This is an optimization exercise on Yosys and OpenROAD, whose aim is small area, a short achievable clock period and few clock cycles, not a production implementation.
In this exercise RTL edits were held to simulation tests only and were not proved equivalent to the original.
No activity file was given, so power comes from the tool's default toggle rates.

--- flow/design.v ---
`timescale 1ns / 1ps
module matrix_inv_2x2(
    input                   I_sys_clk       ,
    input                   I_sys_rstn      ,
    input                   I_s_valid       ,
    input       [7:0]       I_ch_a          ,
    input       [7:0]       I_ch_b          ,
    output                  O_s_ready       ,
    output  reg             O_A_inv_valid   ,
    output      [63:0]      O_A11_inv       ,
    output      [63:0]      O_A12_inv       ,
    output      [63:0]      O_A21_inv       ,
    output      [63:0]      O_A22_inv
    );
    localparam KS = 2;           
    localparam KW = 2;           
    localparam D  = 8;           
    localparam YW   = ((32 + D - 1) / D) * D;       
    localparam N12  = (12 + D - 1) / D;             
    localparam N16  = (16 + D - 1) / D;
    localparam N17  = (17 + D - 1) / D;
    localparam N24  = (24 + D - 1) / D;
    localparam N32  = (32 + D - 1) / D;
    localparam NSQ  = 16 / KS;
    localparam NWD  = 18 / KW;   
    localparam PW   = 24 + D + 2;                   
    localparam  PH_ACC   = 5'd0,
                PH_LAST  = 5'd1,
                PH_AMP   = 5'd2,
                PH_AMPW  = 5'd3,
                PH_SQ1   = 5'd4,
                PH_W11   = 5'd5,
                PH_S     = 5'd6,
                PH_SW    = 5'd7,
                PH_SQ2   = 5'd8,
                PH_PREP  = 5'd9,
                PH_WDIV  = 5'd10,
                PH_P12   = 5'd11,
                PH_P22   = 5'd12,
                PH_P11   = 5'd13,
                PH_R22   = 5'd14,
                PH_R11   = 5'd15,
                PH_R12   = 5'd16,
                PH_P2    = 5'd17,
                PH_P2W   = 5'd18,
                PH_PREP2 = 5'd19,
                PH_DV12  = 5'd20,
                PH_DV11  = 5'd21,
                PH_DV22  = 5'd22,
                PH_A21   = 5'd23,
                PH_A22   = 5'd24,
                PH_A11   = 5'd25,
                PH_A12   = 5'd26,
                PH_A12W  = 5'd27;
    localparam  M_AMP = 0, M_S = 1, M_P12 = 2, M_P22 = 3, M_P11 = 4, M_R22 = 5,
                M_R11 = 6, M_R12 = 7, M_P2 = 8, M_A21 = 9, M_A22 = 10, M_A11 = 11,
                M_A12 = 12, NM = 13;
    localparam  W_NONE = 3'd0, W_H12 = 3'd1, W_H22 = 3'd2, W_H11 = 3'd3, W_R22 = 3'd4,
                W_R11 = 3'd5, W_R12 = 3'd6, W_A21 = 3'd7;
    localparam  W_A22 = 4'd8, W_A11 = 4'd9;
    reg     [4:0]       ph, ph_n;
    reg                 fin;
    reg     [NM-1:0]    ms, ms_n;    
    reg     [3:0]       cnt;         
    reg     [2:0]       scnt;        
    assign  O_s_ready = (ph == PH_ACC);
    wire    s_fire    = I_s_valid && O_s_ready;
    reg     [7:0]       xa_r, xb_r;
    reg                 v_r, first_r;
    reg     [15:0]      a11, a12, a22;
    always @(posedge I_sys_clk) begin
        xa_r    <= I_ch_a;
        xb_r    <= I_ch_b;
        first_r <= (scnt == 3'd0);
    end
    wire    [15:0]      m_aa = $signed(xa_r) * $signed(xa_r);
    wire    [15:0]      m_ab = $signed(xa_r) * $signed(xb_r);
    wire    [15:0]      m_bb = $signed(xb_r) * $signed(xb_r);
    always @(posedge I_sys_clk) begin
        if (v_r) begin
            a11 <= (first_r ? 16'd0 : a11) + m_aa;
            a12 <= (first_r ? 16'd0 : a12) + m_ab;
            a22 <= (first_r ? 16'd0 : a22) + m_bb;
        end
    end
    reg     [43:0]      acc;             
    reg     [PW-1:0]    prd;             
    reg     [YW-1:0]    ysh1, ysh2;
    reg     [15:0]      root;            
    reg     [16:0]      sq_rem;
    reg     [16:0]      wr1, wr2;        
    reg     [1:0]       wn1, wn2;        
    reg                 wneg1, wneg2, dz;
    reg     [16:0]      q1, q2;          
    reg     [11:0]      H11, H12, H22;   
    reg     [23:0]      R11, R12, R22;   
    reg     [23:0]      rr;              
    reg     [31:0]      qa;              
    reg     [4:0]       bi;              
    reg                 s11, s22, s12, n11, n22, z12;
    reg     [43:0]      A11;
    reg     [28:0]      A21, A22;
    wire    [15:0]      w11m = {wr1[13:0], wn1};    
    function [YW-1:0] yal;
        input [31:0] v;
        input integer n;
        reg   [63:0] t;
        begin
            t   = {{32{v[31]}}, v} << (YW - n * D);
            yal = t[YW-1:0];
        end
    endfunction
    wire    [23:0]  xa11 = {{8{a11[15]}}, a11};
    wire    [23:0]  xa12 = {{8{a12[15]}}, a12};
    wire    [23:0]  xa22 = {{8{a22[15]}}, a22};
    wire    [23:0]  xh11 = {{12{H11[11]}}, H11};
    wire    [23:0]  xh12 = {{12{H12[11]}}, H12};
    wire    [23:0]  xh22 = {{12{H22[11]}}, H22};
    wire    [23:0]  X1 = ({24{ms[M_AMP]}} & xa11) |
                         ({24{ms[M_S]}}   & {8'd0, w11m}) |
                         ({24{ms[M_P12] | ms[M_P11]}} & {7'd0, q1}) |
                         ({24{ms[M_P22]}} & {7'd0, q2}) |
                         ({24{ms[M_R11]}} & xa11) |
                         ({24{ms[M_R22] | ms[M_R12]}} & xa12) |
                         ({24{ms[M_P2]}}  & R22) |
                         ({24{ms[M_A21] | ms[M_A11]}} & xh12) |
                         ({24{ms[M_A22] | ms[M_A12]}} & xh22);
    wire    [23:0]  X2 = ({24{ms[M_AMP] | ms[M_S] | ms[M_R11]}} & xa12) |
                         ({24{ms[M_R22] | ms[M_R12]}} & xa22) |
                         ({24{ms[M_A11]}} & xh11) |
                         ({24{ms[M_A12]}} & xh12);
    wire    [YW-1:0] Y1 = ({YW{ms[M_AMP]}} & yal({{16{a11[15]}}, a11}, N16)) |
                          ({YW{ms[M_S]}}   & yal({16'd0, w11m}, N16)) |
                          ({YW{ms[M_P11]}} & yal({15'd0, q1}, N17)) |
                          ({YW{ms[M_P12] | ms[M_P22]}} & yal({15'd0, q2}, N17)) |
                          ({YW{ms[M_R22]}} & yal({{20{H12[11]}}, H12}, N12)) |
                          ({YW{ms[M_R11] | ms[M_R12]}} & yal({{20{H11[11]}}, H11}, N12)) |
                          ({YW{ms[M_P2]}}  & yal({{8{R11[23]}}, R11}, N24)) |
                          ({YW{ms[M_A21] | ms[M_A22]}} & yal({15'd0, q2}, N17)) |
                          ({YW{ms[M_A11] | ms[M_A12]}} & yal(qa, N32));
    wire    [YW-1:0] Y2 = ({YW{ms[M_AMP] | ms[M_S]}} & yal({{16{a12[15]}}, a12}, N16)) |
                          ({YW{ms[M_R22]}} & yal({{20{H22[11]}}, H22}, N12)) |
                          ({YW{ms[M_R11] | ms[M_R12]}} & yal({{20{H12[11]}}, H12}, N12)) |
                          ({YW{ms[M_A11] | ms[M_A12]}} & yal({15'd0, q1}, N32));
    wire            y1s = ms[M_AMP] | ms[M_R22] | ms[M_R11] | ms[M_R12] | ms[M_P2];
    wire            y2s = ms[M_AMP] | ms[M_S] | ms[M_R22] | ms[M_R11] | ms[M_R12];
    reg     [3:0]   mul_n;
    always @* begin
        mul_n = 4'd1;
        if (ms[M_AMP] | ms[M_S])                           mul_n = N16;
        if (ms[M_P12] | ms[M_P22] | ms[M_P11])              mul_n = N17;
        if (ms[M_R22] | ms[M_R11] | ms[M_R12])              mul_n = N12;
        if (ms[M_P2])                                      mul_n = N24;
        if (ms[M_A21] | ms[M_A22])                         mul_n = N17;
        if (ms[M_A11] | ms[M_A12])                         mul_n = N32;
    end
    wire            mul_on = |ms;
    wire            mfirst = (cnt == 4'd0);
    wire            mul_last = (cnt == mul_n - 4'd1);
    wire    [D-1:0] d1 = mfirst ? Y1[YW-1 -: D] : ysh1[YW-1 -: D];
    wire    [D-1:0] d2 = mfirst ? Y2[YW-1 -: D] : ysh2[YW-1 -: D];
    wire    [D:0]   sd1 = {mfirst & y1s & d1[D-1], d1};
    wire    [D:0]   sd2 = {mfirst & y2s & d2[D-1], d2};
    wire signed [PW-1:0] pr1 = $signed(X1) * $signed(sd1);
    wire signed [PW-1:0] pr2 = $signed(X2) * $signed(sd2);
    reg             b_on, b_first, b_last, r_rdy;
    reg     [3:0]   b_dst, r_dst;
    reg     [3:0]   dst;             
    always @* begin
        dst = W_NONE;
        if (ms[M_P12]) dst = W_H12;
        if (ms[M_P22]) dst = W_H22;
        if (ms[M_P11]) dst = W_H11;
        if (ms[M_R22]) dst = W_R22;
        if (ms[M_R11]) dst = W_R11;
        if (ms[M_R12]) dst = W_R12;
        if (ms[M_A21]) dst = W_A21;
        if (ms[M_A22]) dst = W_A22;
        if (ms[M_A11]) dst = W_A11;
    end
    reg     [31:0]  sq_op_n;
    reg     [16:0]  sq_rem_n;
    reg     [15:0]  sq_root_n;
    reg     [18:0]  sq_sh, sq_tr;
    reg     [19:0]  sq_df;
    integer         k;
    always @* begin
        sq_op_n = acc[31:0]; sq_rem_n = sq_rem; sq_root_n = root;
        for (k = 0; k < KS; k = k + 1) begin
            sq_sh = {sq_rem_n, sq_op_n[31:30]};
            sq_tr = {1'b0, sq_root_n, 2'b01};
            sq_df = {1'b0, sq_sh} - {1'b0, sq_tr};
            sq_rem_n  = sq_df[19] ? sq_sh[16:0] : sq_df[16:0];
            sq_root_n = {sq_root_n[14:0], ~sq_df[19]};
            sq_op_n   = {sq_op_n[29:0], 2'b00};
        end
    end
    wire    [16:0]  wdv = {1'b0, root};
    reg     [16:0]  wr1_n, wr2_n, q1_n, q2_n;
    reg     [1:0]   wn1_n, wn2_n;
    reg     [17:0]  wsh1, wsh2;
    reg     [18:0]  wdf1, wdf2;
    always @* begin
        wr1_n = wr1; wr2_n = wr2; wn1_n = wn1; wn2_n = wn2; q1_n = q1; q2_n = q2;
        for (k = 0; k < KW; k = k + 1) begin
            wsh1  = {wr1_n, wn1_n[1]};
            wsh2  = {wr2_n, wn2_n[1]};
            wn1_n = {wn1_n[0], 1'b0};
            wn2_n = {wn2_n[0], 1'b0};
            wdf1  = {1'b0, wsh1} - {2'b0, wdv};
            wdf2  = {1'b0, wsh2} - {2'b0, wdv};
            wr1_n = wdf1[18] ? wsh1[16:0] : wdf1[16:0];
            wr2_n = wdf2[18] ? wsh2[16:0] : wdf2[16:0];
            q1_n  = {q1_n[15:0], ~wdf1[18] & ~dz};
            q2_n  = {q2_n[15:0], ~wdf2[18] & ~dz};
        end
    end
    wire            dv_r12 = (ph == PH_DV12);
    wire    [23:0]  rdv = dv_r12 ? acc[23:0] : ((ph == PH_DV11) ? R11 : R22);
    wire    [7:0]   nb8 = dv_r12 ? R12[23:16] :
                          ((bi >= 5'd16 && bi <= 5'd23) ? (8'd1 << (5'd23 - bi)) : 8'd0);
    wire            nb1 = dv_r12 ? R12[23] : (bi == 5'd16);
    wire    [24:0]  rsh = {rr, nb1};
    wire    [25:0]  rdf = {1'b0, rsh} - {2'b0, rdv};
    wire            rge = ~rdf[25];
    wire            skip8 = (bi >= 5'd7) && (rr[23:16] == 8'd0) && ({rr[15:0], nb8} < rdv);
    wire            rdone = skip8 ? (bi == 5'd7) : (bi == 5'd0);
    wire            in_div = (ph == PH_DV12) || (ph == PH_DV11) || (ph == PH_DV22);
    assign O_A11_inv = {{20{A11[43]}}, A11};
    assign O_A12_inv = {{20{acc[43]}}, acc};     
    assign O_A21_inv = {{35{A21[28]}}, A21};
    assign O_A22_inv = {{35{A22[28]}}, A22};
    wire    [15:0]  w11  = a11 - root;
    wire    [15:0]  w11a = w11[15] ? -w11 : w11;
    wire    [15:0]  a12a = a12[15] ? -a12 : a12;
    wire    [23:0]  p2v  = acc[31:8];
    wire    [23:0]  p1v  = 24'd0 - R12;
    wire    [23:0]  p1a  = p1v[23] ? -p1v : p1v;
    wire    [23:0]  p2a  = p2v[23] ? -p2v : p2v;
    wire    [23:0]  r11a = R11[23] ? -R11 : R11;
    wire    [23:0]  r22a = R22[23] ? -R22 : R22;
    wire            c11  = R11[23];
    wire            c22  = R22[23];
    wire            c12  = (p1v[23] ^ p2v[23]) | ((p1a == 24'h800000) && (p2a == 24'd1));
    wire            cn22 = (R22 != 24'd0) && (r22a <= 24'h010000);
    wire            cf   = cn22 ? c22 : c12;     
    wire    [11:0]  H11n = -H11;
    wire    [11:0]  H12n = -H12;
    wire    [11:0]  H22n = -H22;
    always @(posedge I_sys_clk) begin
        if (mul_on) begin
            prd  <= pr1 + pr2;
            ysh1 <= (mfirst ? Y1 : ysh1) << D;
            ysh2 <= (mfirst ? Y2 : ysh2) << D;
        end
        if (b_on)
            acc <= (b_first ? 44'd0 : (acc << D)) + {{(44-PW){prd[PW-1]}}, prd};
        else if (ph == PH_SQ1 || ph == PH_SQ2)
            acc[31:0] <= sq_op_n;
        else if (ph == PH_PREP2)
            acc[23:0] <= p2a;
        if (ph == PH_AMPW || ph == PH_SW) begin
            sq_rem <= 17'd0;
            root   <= 16'd0;
        end
        else if (ph == PH_SQ1 || ph == PH_SQ2) begin
            sq_rem <= sq_rem_n;
            root   <= sq_root_n;
        end
        else if (ph == PH_PREP) begin
            root <= root[15] ? -root : root;
            dz   <= (root == 16'd0);
        end
        if (ph == PH_W11) begin
            {wr1, wn1} <= {3'd0, w11a};
            {wr2, wn2} <= {3'd0, a12a};
            wneg1 <= w11[15];
            wneg2 <= a12[15];
        end
        else if (ph == PH_WDIV) begin
            wr1 <= wr1_n; wr2 <= wr2_n; wn1 <= wn1_n; wn2 <= wn2_n;
        end
        if (ph == PH_PREP || ph == PH_PREP2) begin
            q1 <= 17'd0; q2 <= 17'd0;
        end
        else if (ph == PH_WDIV) begin
            q1 <= q1_n; q2 <= q2_n;
        end
        else if (ph == PH_DV11) begin
            q1 <= skip8 ? {q1[8:0], 8'd0} : {q1[15:0], rge};
        end
        else if (ph == PH_DV22) begin
            q2 <= skip8 ? {q2[8:0], 8'd0} : {q2[15:0], rge};
        end
        if (r_rdy) begin
            case (r_dst)
                W_H12: H12 <= (wneg1 ^ wneg2) ? {acc[34:24], 1'b0} + {(acc[23:0] != 24'd0), 1'b0}
                                              : 12'd0 - {acc[34:24], 1'b0};
                W_H22: H22 <= 12'h100 - {acc[34:24], 1'b0};
                W_H11: H11 <= 12'h100 - {acc[34:24], 1'b0};
                W_R22: R22 <= acc[23:0];
                W_R11: R11 <= acc[23:0];
                W_R12: R12 <= acc[23:0];
                W_A21: A21 <= acc[28:0];
                W_A22: A22 <= acc[28:0];
                W_A11: A11 <= acc;
                default: ;
            endcase
        end
        if (ph == PH_PREP2) begin
            H11 <= c11 ? H11n : H11;
            H12 <= cf  ? H12n : H12;
            H22 <= cf  ? H22n : H22;
        end
        if (ph == PH_A21 && mul_last && (s22 ^ s12)) H12 <= H12n;
        if (ph == PH_A22 && mul_last && (s22 ^ s12)) H22 <= H22n;
        if (ph == PH_A11 && mul_last && (s12 ^ s11)) H12 <= H12n;
        if (ph == PH_PREP2) begin
            R11 <= r11a;
            R22 <= r22a;
            R12 <= p1a;                              
            s11 <= c11;
            s22 <= c22;
            s12 <= c12;
            z12 <= (p1v == 24'd0) || (p2v == 24'd0);
            n11 <= (R11 != 24'd0) && (r11a <= 24'h010000);
            n22 <= cn22;
            qa  <= 32'd0;
            A21 <= 29'd0;
            A22 <= 29'd0;
        end
        if (in_div && ph_n != ph) begin              
            rr <= 24'd0;
            bi <= 5'd16;
        end
        else if (in_div) begin
            if (skip8) begin
                rr <= {rr[15:0], nb8};
                bi <= bi - 5'd8;
            end
            else begin
                rr <= rge ? rdf[23:0] : rsh[23:0];
                bi <= bi - 5'd1;
            end
        end
        else begin
            rr <= 24'd0;
            bi <= (ph == PH_PREP2) ? 5'd31 : 5'd16;
        end
        if (ph == PH_DV12 && !z12) begin
            qa  <= skip8 ? {qa[23:0], 8'd0} : {qa[30:0], rge};
            R12 <= skip8 ? {R12[15:0], 8'd0} : {R12[22:0], 1'b0};
        end
    end
    always @* begin
        ph_n = ph; fin = 1'b0;
        case (ph)
            PH_ACC:   if (s_fire && scnt == 3'd7) ph_n = PH_LAST;
            PH_LAST:  ph_n = PH_AMP;
            PH_AMP:   if (mul_last) ph_n = PH_AMPW;
            PH_AMPW:  ph_n = PH_SQ1;
            PH_SQ1:   if (cnt == NSQ - 1) ph_n = PH_W11;
            PH_W11:   ph_n = PH_S;
            PH_S:     if (mul_last) ph_n = PH_SW;
            PH_SW:    ph_n = PH_SQ2;
            PH_SQ2:   if (cnt == NSQ - 1) ph_n = PH_PREP;
            PH_PREP:  ph_n = PH_WDIV;
            PH_WDIV:  if (cnt == NWD - 1) ph_n = PH_P12;
            PH_P12:   if (mul_last) ph_n = PH_P22;
            PH_P22:   if (mul_last) ph_n = PH_P11;
            PH_P11:   if (mul_last) ph_n = PH_R22;
            PH_R22:   if (mul_last) ph_n = PH_R11;
            PH_R11:   if (mul_last) ph_n = PH_R12;
            PH_R12:   if (mul_last) ph_n = PH_P2;
            PH_P2:    if (mul_last) ph_n = PH_P2W;
            PH_P2W:   ph_n = PH_PREP2;
            PH_PREP2: ph_n = PH_DV12;
            PH_DV12:  if (z12 || rdone) ph_n = n11 ? PH_DV11 : (n22 ? PH_DV22 : PH_A11);
            PH_DV11:  if (rdone) ph_n = n22 ? PH_DV22 : PH_A11;
            PH_DV22:  if (rdone) ph_n = PH_A21;
            PH_A21:   if (mul_last) ph_n = PH_A22;
            PH_A22:   if (mul_last) ph_n = PH_A11;
            PH_A11:   if (mul_last) ph_n = PH_A12;
            PH_A12:   if (mul_last) ph_n = PH_A12W;
            PH_A12W:  begin ph_n = PH_ACC; fin = 1'b1; end
            default:  ph_n = PH_ACC;
        endcase
        ms_n = {NM{1'b0}};
        case (ph_n)
            PH_AMP: ms_n[M_AMP] = 1'b1;
            PH_S:   ms_n[M_S]   = 1'b1;
            PH_P12: ms_n[M_P12] = 1'b1;
            PH_P22: ms_n[M_P22] = 1'b1;
            PH_P11: ms_n[M_P11] = 1'b1;
            PH_R22: ms_n[M_R22] = 1'b1;
            PH_R11: ms_n[M_R11] = 1'b1;
            PH_R12: ms_n[M_R12] = 1'b1;
            PH_P2:  ms_n[M_P2]  = 1'b1;
            PH_A21: ms_n[M_A21] = 1'b1;
            PH_A22: ms_n[M_A22] = 1'b1;
            PH_A11: ms_n[M_A11] = 1'b1;
            PH_A12: ms_n[M_A12] = 1'b1;
            default: ;
        endcase
    end
    always @(posedge I_sys_clk or negedge I_sys_rstn) begin
        if (!I_sys_rstn) begin
            ph            <= PH_ACC;
            ms            <= {NM{1'b0}};
            cnt           <= 4'd0;
            scnt          <= 3'd0;
            v_r           <= 1'b0;
            b_on          <= 1'b0;
            b_first       <= 1'b0;
            b_last        <= 1'b0;
            b_dst         <= 4'd0;
            r_rdy         <= 1'b0;
            r_dst         <= 4'd0;
            O_A_inv_valid <= 1'b0;
        end
        else begin
            v_r           <= s_fire;
            O_A_inv_valid <= fin;
            ph            <= ph_n;
            ms            <= ms_n;
            cnt           <= (ph_n != ph) ? 4'd0 : cnt + 4'd1;
            if (s_fire) scnt <= scnt + 3'd1;
            b_on          <= mul_on;
            b_first       <= mul_on & mfirst;
            b_last        <= mul_on & mul_last;
            b_dst         <= dst;
            r_rdy         <= b_last;
            r_dst         <= b_dst;
        end
    end
endmodule
--- flow/run.sh ---
#!/bin/bash
# synth_recipe.tcl (not shown) runs the flow's synth.tcl, then flattens the netlist and writes it again
# the make line also repeats each setting of config.mk as NAME=value (left out here)
make -C /OpenROAD-flow-scripts/flow DESIGN_CONFIG=/design/flow/config.mk WORK_HOME=/design/flow/orfs CLKGATE_MAP_FILE= SYNTH_SCRIPT=/design/flow/synth_recipe.tcl finish
--- flow/config.mk ---
export PLATFORM = sky130hd
export DESIGN_NAME = matrix_inv_2x2
export DESIGN_NICKNAME = matrix_inv_2x2
export VERILOG_FILES = /design/flow/design.v
export SDC_FILE = /design/flow/constraint.sdc
export NUM_CORES = 4
export LEC_CHECK = 0
export CAP_MARGIN = 20
export CORE_MARGIN = 2
export CORE_UTILIZATION = 45
export PLACE_DENSITY = 0.6
export SETUP_SLACK_MARGIN = 5
export SLEW_MARGIN = 20
--- flow/constraint.sdc ---
create_clock -name core_clock -period 12.0 [get_ports {I_sys_clk}]
set_input_delay 2.4000 -clock core_clock [delete_from_list [all_inputs] [get_ports {I_sys_clk}]]
set_output_delay 2.4000 -clock core_clock [all_outputs]
set_load 0.01 [all_outputs]
==> results.ini <==
[layout]
final_common_cell = nand2_1
final_cell_mix = nand2_1, inv_1, fa_1
layout-drive-gt1-share = 0.1054
multi_input_area_sq_um = 42990
ff_latch_area_sq_um = 16440
nNetsFinal = 8344
fillers = 12830
syn_to_final_growth_pct = 15.51

[cts]
cts-buffers-inserted = 76
clock-sinks = 612
cts.htree.levels = 3
cts_tree = built
root_buffer = clkbuf_16
insertion_delay_ns = 0.73
cts-hold-fix-buffers = 0
path_clk_slew_ns = 0.06
clock_path_buffers = 3

[synth]
ys_ff_latch = 612
synth-async-reset-ratio = 0.06373
synth_cell_types = 105
synthSimpleGateAreaFrac = 0.1626
seq_area_frac_synth = 0.2607
synth_cells = 7065
syn-cell-area_sq_um = 62950
synth-compound-area-share = 0.1473
synth-adder-area-share = 0.2751
synth_nets = 8126
synth_xor_area_frac = 0.05968
ys.flop_type = edfxtp_1
synth.mux.area_fraction = 0.01503
synth_edf_count = 396
syn_avg_cell_area_sq_um = 8.911
yosysWarnings = 1
synth_top_family_by_area = adder cells

[setup_path]
worstPathArrival_ns = 8.44
worstSetupEndpointType = register
worstSetupStartpointType = register
crit_type = reg2reg
crit_required_ns = 12.44
worst-path-max-fanout = 7

[timing]
worstMarginPinSlew_ns = 1.111
final_max_slew_viol_count = 0
min_period_ns = 8.003
hold-worst-slack_ns = 0.3428
skew_ns = 0.06224
fin_crit_sh = 0.6669
finalSetupTns_ns = 0
setup_viol = 0
timing.fmax_mhz = 124.9
relSlewSlack = 0.2576
hold_viol_final = 0
rsz0062_at_grt = yes

[run_status]
status = complete, no violations

[global_routing]
grt_pass1_wl_um = 326600
grt_pass1_vias = 52210
track_usage = 0.3014
grt_max_degree = 71
antenna_found_initial = 3
overflow = 0

[route]
route.detailed.drc = 0
wl_per_cell_um = 23.87
vias = 54060
via_per_inst = 5.858
wl_um = 220300
dr.pass1.iters = 10
drtIter0Drc = 5936
ant_nets = 0

[die]
rows = 137
core_sq_um = 139200
start_util = 0.4523
die_w_um = 378.0
ios = 277
die_h_um = 378.0
dieArea_sq_um = 142900

[worst_hold_path]
hp-class = reg2reg

[placed_design]
port_buffers = 276
hpwl_um = 161900
gp_congestion = 0.9828

[power_and_ir_drop]
total_leakage_power_nw = 31.15
power_density_nw_per_um2 = 86.36
ir_drop_mv = 0.1016

[job]
maxCapViolations = 0

worst max-delay path, stage by stage, from the launching register on:
cell and delay [ns]:
dfrtp_4 0.53, buf_6 0.17, a222oi_1 0.91, nand2_1 0.25, or3_4 0.51, nor2_4 0.11, fa_1 0.42, inv_2 0.07
fa_1 0.41, fa_1 0.54, inv_2 0.04, fa_1 0.57, fa_1 0.44, fa_1 0.56, ha_4 0.23, ha_4 0.24
a21o_1 0.19, a21oi_2 0.14, nor2b_1 0.06, o21ai_1 0.12, nand2b_1 0.09, a221o_1 0.39, a311o_1 0.33, a21oi_2 0.18
o21ai_1 0.07, nor3b_1 0.14
path summary, 6_finish.rpt:
path / slack, ns / depth (start not counted) / from / to
worst max-delay path: 4.00 / 25 / ms[6] / prd[33]
worst min-delay path: 0.34 / 0 / b_dst[0] / r_dst[0]
worst max register to register: 4.00 / 25 / ms[6] / prd[33]
worst min register to register: 0.34 / 0 / b_dst[0] / r_dst[0]
max in group asynchronous: 9.67 / 2 / I_sys_rstn / ms[0]
min in group asynchronous: 1.82 / 2 / I_sys_rstn / ms[1]
synth_stat cells, types with 24 or more instances:
library cell	count	area [sq um]
or3_1	52	325.3
a21oi_1	541	2708
inv_1	751	2819
o21a_1	49	367.9
o211ai_1	30	225.2
a222oi_1	57	570.6
nand3_1	93	465.5
xor2_1	150	1314
nand2b_1	70	437.9
and3_1	60	375.4
edfxtp_1	396	11890
xnor2_1	279	2444
a31oi_1	49	306.5
nor2b_1	120	750.7
nor3_1	99	495.5
buf_4	113	848.3
o31ai_1	39	292.8
o21ai_0	277	1386
mux2i_1	66	660.6
buf_1	36	135.1
o21bai_1	34	255.2
nand2_1	912	3423
or2_2	24	150.1
fa_1	570	11410
a21o_1	68	510.5
dfxtp_1	177	3543
clkbuf_1	289	1085
nor2_1	562	2110
dfrtp_1	39	975.9
and2_1	94	588.1
nor4_1	31	193.9
a22o_1	26	227.7
a221oi_1	49	429.2
nand4_1	28	175.2
a211oi_1	31	232.7
ha_1	472	5906
flip-flops by register name (all words and copies together), names as in the netlist, 16 cells and up:
signal / flops
wr2: 17
ysh1: 24
acc: 44
R22: 24
R11: 24
root: 16
q2: 17
q1: 17
A11: 44
A22: 29
qa: 32
wr1: 17
rr: 24
a22: 16
ysh2: 24
R12: 24
a12: 16
sq_rem: 17
prd: 34
a11: 16
A21: 29
area by class of cell:
type / instances / share of cell area
flip-flops and latches: 612 / 0.2261
clock buffers: 103 / 0.02824
inverters: 757 / 0.03942
multi-input cells: 5248 / 0.5911
repair inverters: 2 / 0.0001721
diodes: 6 / 0.0002065
well taps: 1876 / 0.03228
clock inverters: 38 / 0.007089
repair buffers: 586 / 0.07535
power breakdown:
part	total, mW	switching, mW	internal (mW)
sequential	2.35	0.0136	2.33
combinational	1.50	0.762	0.740
clock	2.43	1.07	1.36
logic make-up after synthesis:
logic type / after synthesis
muxes: 91
buffers and inverters: 1211
AOI/OAI and AO/OA: 1447
adders and majority gates: 1042
xor gates and xnor gates: 429
and+or+nand+nor: 2233
DFF: 612
through the flow:
stage | area [sq um] | util | setup WS (ns) | cells | power (mW)
global placement | 67050 | 0.4817 | 3.222 | 8865 | 3.877
global route | 72700 | 0.5223 | 3.872 | 9222 | 6.635
floorplan | 63370 | - | 4.521 | 7065 | 3.636
detailed placement | 67070 | 0.4818 | 3.161 | 8866 | 3.901
CTS | 70960 | 0.5098 | 4.310 | 9105 | 6.337
finish | 72720 | 0.5224 | 3.997 | 9228 | 6.280
routing by layer:
layer / track usage / part of all wire / vias to the layer above
li1: - / - / 24390
met1: 0.4101 / 0.42 / 26560
met2: 0.4659 / 0.44 / 2594
met3: 0.05800 / 0.094 / 510
met4: 0.1335 / 0.051 / 2
met5: 0 / 0.000064 / -
repair_timing:
item                                   4_1_cts  5_1_grt
setup buffers                               91      108
endpoints found under the hold margin        0        0
gates cloned                                 7        8
pin swaps                                   57       85
setup endpoints to repair                   58       55
gates resized for setup                    125      158
Testbench counts, summed over its fixed seeds: cycles 16,363.

-- what the ideal ports hide --
The flow's constraints put no driver on any port. The routed layout listed below was extracted and timed again, unchanged, in two steps. Step 1: set_driving_cell puts a clkbuf_16 on I_sys_clk and a buf_2 on each other input, an assumption about the parent block. Step 2 moves the port delays by t, midway between the first and last clock arrival at a register: inputs arrive t later, outputs are due t later. That takes back most of the time a late clock gives input paths. Slacks: no drivers / after step 1 / after step 2; pairs: no drivers / after step 1.
t, ns: 0.780
slack for setup (ns): 3.997 / 3.997 / 3.997
cell pins on the clock port's net: 1
After both steps this run still meets setup and hold. For this run, drivers alone change the setup slack by 0.000 ns; drivers and shift together by 0.000 ns.
